This is an optimization exercise on Yosys and OpenROAD, whose aim is small area, not a production implementation. No functional check of the RTL was part of this run. Power and IR drop assume default switching activity.

==> flow/design.v <==
module game6 (
    input wire mode,
    input wire CLK,
    input wire rst,
    input wire [1:0] BTN_LR,
    input wire [9:0] i_x,
    input wire [8:0] i_y,
    input wire i_animate,
    output wire [3:0] VGA_R,
    output wire [3:0] VGA_G,
    output wire [3:0] VGA_B,
    output wire endgame,
    output wire [8:0] score,
    output wire win
    );
    reg [9:0] bx;
    reg [8:0] by;
    reg xd, yd;          
    reg par;             
    reg eg;              
    reg [4:0] n;         
    reg [9:0] px;        
    reg [21:0] a;        
    reg [21:0] pend;     
    reg [21:0] cnt;      
    reg hx, hy;          
    reg lit;
    wire run = i_animate & ~eg & mode;
    wire bottom = (by >= 9'd474);
    wire restart = ~mode | bottom | eg;
    wire cx104 = (bx >= 10'd69) & (bx <= 10'd139);
    wire sx104 = (bx == 10'd70);
    wire cx140 = (bx >= 10'd105) & (bx <= 10'd175);
    wire sx140 = (bx == 10'd105) | (bx == 10'd175);
    wire cx176 = (bx >= 10'd141) & (bx <= 10'd211);
    wire sx176 = (bx == 10'd210);
    wire cx212 = (bx >= 10'd177) & (bx <= 10'd247);
    wire sx212 = (bx == 10'd245);
    wire cx248 = (bx >= 10'd213) & (bx <= 10'd283);
    wire sx248 = (bx == 10'd215);
    wire cx284 = (bx >= 10'd249) & (bx <= 10'd319);
    wire sx284 = (bx == 10'd250);
    wire cx320 = (bx >= 10'd285) & (bx <= 10'd355);
    wire sx320 = (bx == 10'd285) | (bx == 10'd355);
    wire cx356 = (bx >= 10'd321) & (bx <= 10'd391);
    wire sx356 = (bx == 10'd390);
    wire cx392 = (bx >= 10'd357) & (bx <= 10'd427);
    wire sx392 = (bx == 10'd425);
    wire cx428 = (bx >= 10'd393) & (bx <= 10'd463);
    wire sx428 = (bx == 10'd395);
    wire cx464 = (bx >= 10'd429) & (bx <= 10'd499);
    wire sx464 = (bx == 10'd430);
    wire cx500 = (bx >= 10'd465) & (bx <= 10'd535);
    wire sx500 = (bx == 10'd465) | (bx == 10'd535);
    wire cx536 = (bx >= 10'd501) & (bx <= 10'd571);
    wire sx536 = (bx == 10'd570);
    wire ry100 = (by >= 9'd85) & (by <= 9'd115);
    wire ey100 = (by == 9'd85) | (by == 9'd115);
    wire ry125 = (by >= 9'd110) & (by <= 9'd140);
    wire ey125 = (by == 9'd110) | (by == 9'd140);
    wire ry150 = (by >= 9'd135) & (by <= 9'd165);
    wire ey150 = (by == 9'd135) | (by == 9'd165);
    wire ry175 = (by >= 9'd160) & (by <= 9'd190);
    wire ey175 = (by == 9'd160) | (by == 9'd190);
    wire ry200 = (by >= 9'd185) & (by <= 9'd215);
    wire ey200 = (by == 9'd185) | (by == 9'd215);
    wire ry225 = (by >= 9'd210) & (by <= 9'd240);
    wire ey225 = (by == 9'd210) | (by == 9'd240);
    wire ry250 = (by >= 9'd235) & (by <= 9'd265);
    wire ey250 = (by == 9'd235) | (by == 9'd265);
    wire ry275 = (by >= 9'd260) & (by <= 9'd290);
    wire ey275 = (by == 9'd260) | (by == 9'd290);
    wire ry300 = (by >= 9'd285) & (by <= 9'd315);
    wire ey300 = (by == 9'd285) | (by == 9'd315);
    wire [21:0] zs, ze;
    assign zs[0] = sx104 & ry150;
    assign ze[0] = cx104 & ey150;
    assign zs[1] = sx320 & ry150;
    assign ze[1] = cx320 & ey150;
    assign zs[2] = sx536 & ry150;
    assign ze[2] = cx536 & ey150;
    assign zs[3] = sx320 & ry300;
    assign ze[3] = cx320 & ey300;
    assign zs[4] = sx140 & ry125;
    assign ze[4] = cx140 & ey125;
    assign zs[5] = sx140 & ry175;
    assign ze[5] = cx140 & ey175;
    assign zs[6] = sx176 & ry100;
    assign ze[6] = cx176 & ey100;
    assign zs[7] = sx176 & ry200;
    assign ze[7] = cx176 & ey200;
    assign zs[8] = sx248 & ry100;
    assign ze[8] = cx248 & ey100;
    assign zs[9] = sx248 & ry250;
    assign ze[9] = cx248 & ey250;
    assign zs[10] = sx284 & ry125;
    assign ze[10] = cx284 & ey125;
    assign zs[11] = sx284 & ry275;
    assign ze[11] = cx284 & ey275;
    assign zs[12] = sx356 & ry125;
    assign ze[12] = cx356 & ey125;
    assign zs[13] = sx356 & ry275;
    assign ze[13] = cx356 & ey275;
    assign zs[14] = sx392 & ry100;
    assign ze[14] = cx392 & ey100;
    assign zs[15] = sx392 & ry250;
    assign ze[15] = cx392 & ey250;
    assign zs[16] = sx464 & ry100;
    assign ze[16] = cx464 & ey100;
    assign zs[17] = sx464 & ry200;
    assign ze[17] = cx464 & ey200;
    assign zs[18] = sx500 & ry125;
    assign ze[18] = cx500 & ey125;
    assign zs[19] = sx500 & ry175;
    assign ze[19] = cx500 & ey175;
    assign zs[20] = sx212 & ry225;
    assign ze[20] = cx212 & ey225;
    assign zs[21] = sx428 & ry225;
    assign ze[21] = cx428 & ey225;
    wire [21:0] z = zs | ze;
    wire [21:0] hit = (a | {22{~mode}}) & z;
    wire [21:0] t10 = zs;              
    always @(posedge CLK)
    if (rst) begin
        a <= {22{1'b1}};
        pend <= 0;
        cnt <= 0;
        hx <= 1'b0;
        hy <= 1'b0;
    end else begin
        a <= (a | {22{~mode}}) & ~z;
        if (~mode) begin
            pend <= pend | hit;
            cnt <= 0;
            hx <= hx | (|(hit & t10));
            hy <= hy | (|(hit & ~t10));
        end else if (run) begin
            pend <= hit & ~pend & ~cnt;
            cnt <= cnt | pend;
            hx <= |(hit & t10 & ~pend & ~cnt);
            hy <= |(hit & ~t10 & ~pend & ~cnt);
        end else begin
            pend <= pend | (hit & ~cnt);
            hx <= hx | (|(hit & t10 & ~cnt));
            hy <= hy | (|(hit & ~t10 & ~cnt));
        end
    end
    wire pad_x = (bx != 10'd0) & (bx != 10'd1019) & (bx <= px + 10'd65) & (bx + 10'd65 >= px);
    wire pad_hit = bottom | ((by >= 9'd460) & pad_x);
    wire lwall = (bx <= 10'd6);
    wire rwall = (bx >= 10'd634);
    wire top = (by <= 9'd6);
    wire btn_l = BTN_LR[1] & ~BTN_LR[0];
    wire btn_r = BTN_LR[0] & ~BTN_LR[1];
    always @(posedge CLK)
    if (rst) begin
        par <= 1'b0;
        bx <= 10'd320;
        by <= 9'd430;
        xd <= 1'b0;
        yd <= 1'b0;
        eg <= 1'b0;
        n <= 5'd0;
    end else begin
        par <= ~par;
        eg <= mode & (eg | bottom);
        if (~mode) n <= 5'd0;
        else if (run) n <= n + {4'd0, hx} + {4'd0, hy};
        if (run) begin
            bx <= xd ? bx + 10'd5 : bx - 10'd5;
            by <= yd ? by + 9'd5 : by - 9'd5;
            if (pad_hit & (btn_l | btn_r)) xd <= btn_r;
            else if (rwall) xd <= 1'b0;
            else if (lwall) xd <= 1'b1;
            else if (bottom) xd <= ~par;
            else xd <= xd ^ hx;
            if (pad_hit) yd <= 1'b0;
            else if (top) yd <= 1'b1;
            else if (bottom) yd <= 1'b0;
            else yd <= yd ^ hy;
        end else if (restart) begin
            bx <= 10'd320;
            by <= 9'd430;
            xd <= ~par;
            yd <= 1'b0;
        end
    end
    always @(posedge CLK)
    if (rst) px <= 10'd320;
    else if (eg | ~mode) px <= 10'd320;
    else if (run & btn_r & (px <= 10'd580)) px <= px + 10'd10;
    else if (run & btn_l & (px >= 10'd62)) px <= px - 10'd10;
    wire dx104 = (i_x >= 10'd75) & (i_x <= 10'd133);
    wire dx140 = (i_x >= 10'd111) & (i_x <= 10'd169);
    wire dx176 = (i_x >= 10'd147) & (i_x <= 10'd205);
    wire dx212 = (i_x >= 10'd183) & (i_x <= 10'd241);
    wire dx248 = (i_x >= 10'd219) & (i_x <= 10'd277);
    wire dx284 = (i_x >= 10'd255) & (i_x <= 10'd313);
    wire dx320 = (i_x >= 10'd291) & (i_x <= 10'd349);
    wire dx356 = (i_x >= 10'd327) & (i_x <= 10'd385);
    wire dx392 = (i_x >= 10'd363) & (i_x <= 10'd421);
    wire dx428 = (i_x >= 10'd399) & (i_x <= 10'd457);
    wire dx464 = (i_x >= 10'd435) & (i_x <= 10'd493);
    wire dx500 = (i_x >= 10'd471) & (i_x <= 10'd529);
    wire dx536 = (i_x >= 10'd507) & (i_x <= 10'd565);
    wire dy100 = (i_y >= 9'd91) & (i_y <= 9'd109);
    wire dy125 = (i_y >= 9'd116) & (i_y <= 9'd134);
    wire dy150 = (i_y >= 9'd141) & (i_y <= 9'd159);
    wire dy175 = (i_y >= 9'd166) & (i_y <= 9'd184);
    wire dy200 = (i_y >= 9'd191) & (i_y <= 9'd209);
    wire dy225 = (i_y >= 9'd216) & (i_y <= 9'd234);
    wire dy250 = (i_y >= 9'd241) & (i_y <= 9'd259);
    wire dy275 = (i_y >= 9'd266) & (i_y <= 9'd284);
    wire dy300 = (i_y >= 9'd291) & (i_y <= 9'd309);
    wire [21:0] blk_pix = a & {dx428 & dy225, dx212 & dy225, dx500 & dy175, dx500 & dy125, dx464 & dy200, dx464 & dy100, dx392 & dy250, dx392 & dy100, dx356 & dy275, dx356 & dy125, dx284 & dy275, dx284 & dy125, dx248 & dy250, dx248 & dy100, dx176 & dy200, dx176 & dy100, dx140 & dy175, dx140 & dy125, dx320 & dy300, dx536 & dy150, dx320 & dy150, dx104 & dy150};
    wire ball_pix = (bx != 10'd0) & (by != 9'd0) & (i_x + 10'd5 > bx) & (i_x < bx + 10'd5) & ({1'b0, i_y} + 10'd5 > {1'b0, by}) & (i_y < by + 9'd5);
    wire pad_pix = (i_x + 10'd60 > px) & (i_x < px + 10'd60) & (i_y > 9'd465) & (i_y < 9'd475);
    always @(posedge CLK)
    if (rst) lit <= 1'b0;
    else lit <= ball_pix | pad_pix | (|blk_pix);
    assign VGA_R = {4{lit}};
    assign VGA_G = {4{lit}};
    assign VGA_B = {4{lit}};
    assign endgame = eg;
    wire [6:0] s = {n, 2'b00} + {2'b00, n};
    assign score = mode ? {2'b00, s} : 9'd0;
    assign win = (n == 5'd22);
endmodule
==> flow/run.sh <==
#!/bin/bash
# synth_recipe.tcl (not shown) runs the flow's synth.tcl, then flattens the netlist and writes it again
# the make line also repeats each setting of config.mk as NAME=value (left out here)
make -C /OpenROAD-flow-scripts/flow DESIGN_CONFIG=/design/flow/config.mk WORK_HOME=/design/flow/orfs CLKGATE_MAP_FILE= SYNTH_SCRIPT=/design/flow/synth_recipe.tcl finish
==> flow/config.mk <==
export PLATFORM = sky130hd
export DESIGN_NAME = game6
export DESIGN_NICKNAME = game6
export VERILOG_FILES = /design/flow/design.v
export SDC_FILE = /design/flow/constraint.sdc
export NUM_CORES = 4
export LEC_CHECK = 0
export CAP_MARGIN = 20
export CORE_MARGIN = 2
export CORE_UTILIZATION = 40
export SLEW_MARGIN = 20
==> flow/constraint.sdc <==
create_clock -name core_clock -period 16.0 [get_ports {CLK}]
set_input_delay 3.2000 -clock core_clock [delete_from_list [all_inputs] [get_ports {CLK}]]
set_output_delay 3.2000 -clock core_clock [all_outputs]
set_load 0.01 [all_outputs]
==> results.yml <==
clock_network:
  cts_tree: "done"
  clk_latency_ps: 380
  clock_sinks: 106
  path_clk_slew_ps: 70
  holdBufCountCts: 0
  ctsResizeCount: 0
  numCtsBuffers: 9
  clk_path_buf_depth: 2
  htreeDepth: 3
  post-cts-setup-buffers: 0
  cts_root_buf: "clkbuf_16"
global_route:
  antenna_found_initial: 0
  grt-ovfl-total: 0
  grt_usage_pct: 29.12
  grt_pass1_vias: 12356
  grt_pass1_wl_mm: 72.24
  grt_max_degree: 71
pwr:
  seqPwrFrac_pct: 41.5
  ir_drop_mv: 0.04267
  switching_share_pct: 34.93
  internal_power_mw: 0.4375
  power_frac_clock_pct: 33.4
  total_power_mw: 0.6723
  total_leakage_power_nw: 4.969
  p_comb_share_pct: 25.1
  p_per_area_mw_per_mm2: 51.60
  switching_power_mw: 0.2349
timing:
  fin_ws_ps: 7776
  fin_skew_ps: 16.26
  min_period_over_period_pct: 51.40
  setup_violations: 0
  worstMarginPinSlew_ps: 1145
  hold_viol: 0
  period_minus_slack_ps: 8224
  fmax_mhz: 121.6
  rsz0062_at_grt: "no"
  setup_tns_ps: 0
  max_slew_margin_pct: 23.38
  drv_slew: 0
worst_setup_path:
  rr_startpoint: "by[1]"
  r2r-end: "hx"
  crit_fanout: 25
  worstPathArrival_ps: 5020
  start_kind: "primary input"
  worst_setup_path_end_kind: "output pin"
  rrSetupSlack_ps: 11260
  critical_path_class: "in2out"
  worst_r2r_path_depth: 10
  crit_required_ps: 12800
finish:
  drive_gt1_share_pct: 5.270
  area_delta_synth_final_pct: 6.135
  stdcell_count: 2048
  finalNetCount: 1788
synthesis:
  synth_top_area_cell: "dfxtp_1"
  synth_edf_count: 0
  synth.cell_area_mm2: 0.01228
  synth_most_common_cell: "nor2_1"
  syn_area_per_cell_um2: 7.243
  synth.distinct_cells: 105
  ys_ff_latch: 106
  synthFlopType: "dfxtp_1"
  yosys-top-cells-area: "dfxtp_1, ha_1, nor2_1"
  yosysWarningCount: 1
  synth_top_area_share_pct: 17.28
  synth_common_cells: "nor2_1, nand2_1, a21oi_1"
  postSynthCellCount: 1695
  synth-async-reset-ratio_pct: 0
  seq_area_frac_synth_pct: 17.28
placed_design:
  routabilityCongestion: 1.033
  dp_worst_setup_slack_ps: 7724
  io_buffers: 45
  dpl.hpwl_mm: 35.45
  dp.cells: 2032
floorplan:
  num_io_pins: 48
  die-area_mm2: 0.03211
  row_count: 64
  die_h_um: 179.2
  core_mm2: 0.03043
  initial_core_util_pct: 40.35
  die_w_um: 179.2
route:
  avgRoutedWirePerCell_um: 22.81
  drt_first_iter_violations: 1701
  remaining_drc_errors: 0
  vias_per_cell: 6.419
  finalWirelength_mm: 46.72
  firstDrtPassIters: 6
  vias: 13146
  ant_nets: 0
hold_path:
  hold_start: "cnt[18]"
  hold_depth: 2
  hold_end: "cnt[18]"
  hold_class: "reg2reg"
flow_run:
  maxCapViolCount: 0
outcome:
  run_status: "finished clean"
[placed cells by master, fill, tap and decap left out, types with 22 or more instances in the layout]
cell               n
a21o_1            27
xnor2_1           49
nor2b_1           22
nor2_1           212
nand3_1           53
inv_1             64
nand2_1          138
nor3_1            55
a22oi_1           22
o21ai_0           73
clkdlybuf4s50_1   44
nand4_1           34
ha_1             112
a21oi_1          118
xor2_1            22
nand2b_1          44
dfxtp_1          106
[per-layer routing]
layer	vias up	share of wire (%)	wire length, um	GRT usage, %
met5	-	0	0	0
met4	0	4.6	2171	14.08
met3	103	8.7	4065	5.577
met2	637	43	19970	44.52
met1	6273	44	20510	39.15
li1	6133	-	-	-
[worst max path at each step]
| stage | slack, ps | end | startpoint | cells after the start |
|---|---|---|---|---|
| final | 7780 | score[0] | mode | 5 |
| after floorplan | 8470 | score[4] | mode | 5 |
| after detailed placement | 7720 | score[0] | mode | 5 |
| after global placement | 7760 | score[0] | mode | 5 |
| after global routing | 7700 | score[0] | mode | 5 |
| after CTS | 7720 | score[0] | mode | 5 |
[sequential cells by signal (all words and copies together), names as in the netlist]
signal  count
hy          1
pend       22
bx         10
yd          1
px          9
a          22
n           5
hx          1
xd          1
lit         1
eg          1
cnt        22
par         1
by          9
[area by class of cell]
| cell class | count | area, um2 |
|---|---|---|
| inverter | 70 | 262.8 |
| fill | 3212 | 17400 |
| tap | 396 | 495.5 |
| clock buffer | 10 | 229.0 |
| sequential | 106 | 2122 |
| multi-input combinational | 1398 | 9304 |
| antenna | 1 | 2.502 |
| clock inverter | 5 | 41.29 |
| timing repair buffer | 62 | 573.1 |
[critical path: stages]
cell             delay, ps
clkdlybuf4s50_1        660
clkinv_1               200
buf_4                  270
nor2_1                 140
clkdlybuf4s50_1        540
[power groups by stage]
stage	combinational, mW	clock, mW	sequential (mW)
global route	0.187	0.235	0.280
finish	0.169	0.224	0.279
floorplan	0.124	0	0.276
CTS	0.167	0.227	0.279
global placement	0.164	0	0.285
detailed placement	0.166	0	0.285
[through the flow]
step / hold WS, ps / utilization, % / area, um2
2_1_floorplan: 411.2 / - / 12280
3_3_place_gp: 456.8 / 41.92 / 12760
3_5_place_dp: 460.9 / 41.92 / 12760
4_1_cts: 476.5 / 42.81 / 13030
5_1_grt: 486.4 / 42.81 / 13030
6_report: 472.9 / 42.82 / 13030
[cell families (layout without fill, tap and decap cells)]
kind of cell | Yosys count | after routing | synth area share [%]
AOI/OAI and AO/OA | 467 | 467 | 26.62
xor gates and xnor gates | 71 | 71 | 5.065
adders and majority gates | 116 | 116 | 12.07
buffers and inverters | 192 | 147 | 6.991
DFF | 106 | 106 | 17.28
muxes | 11 | 11 | 0.9274
other | 1 | 3 | 0.03055
and+or+nand+nor | 731 | 731 | 31.01

separate check: timing with driven ports:
How much do the figures lean on ideal ports? The routed layout below was timed once more, with nothing changed but the port constraints. Step 1 sets driving cells, clkbuf_16 on the clock port and buf_2 on the other inputs (assumed; they add their load-dependent delay and slew). Step 2 times the ports against the registers' clock, not the clock port: input delays grow and output delays shrink by t, the midpoint of the rising clock arrivals with the driver on. Three values: no drivers, after step 1, after step 2; two values: the first two.
t, ns: 0.421
setup slack, ns: 7.776 / 7.751 / 7.751
worst slew at a driven data input, ns: 0.04
After both steps setup and hold are still met in this run. For this run, drivers alone change the setup slack by -0.025 ns; drivers and shift together by -0.025 ns.
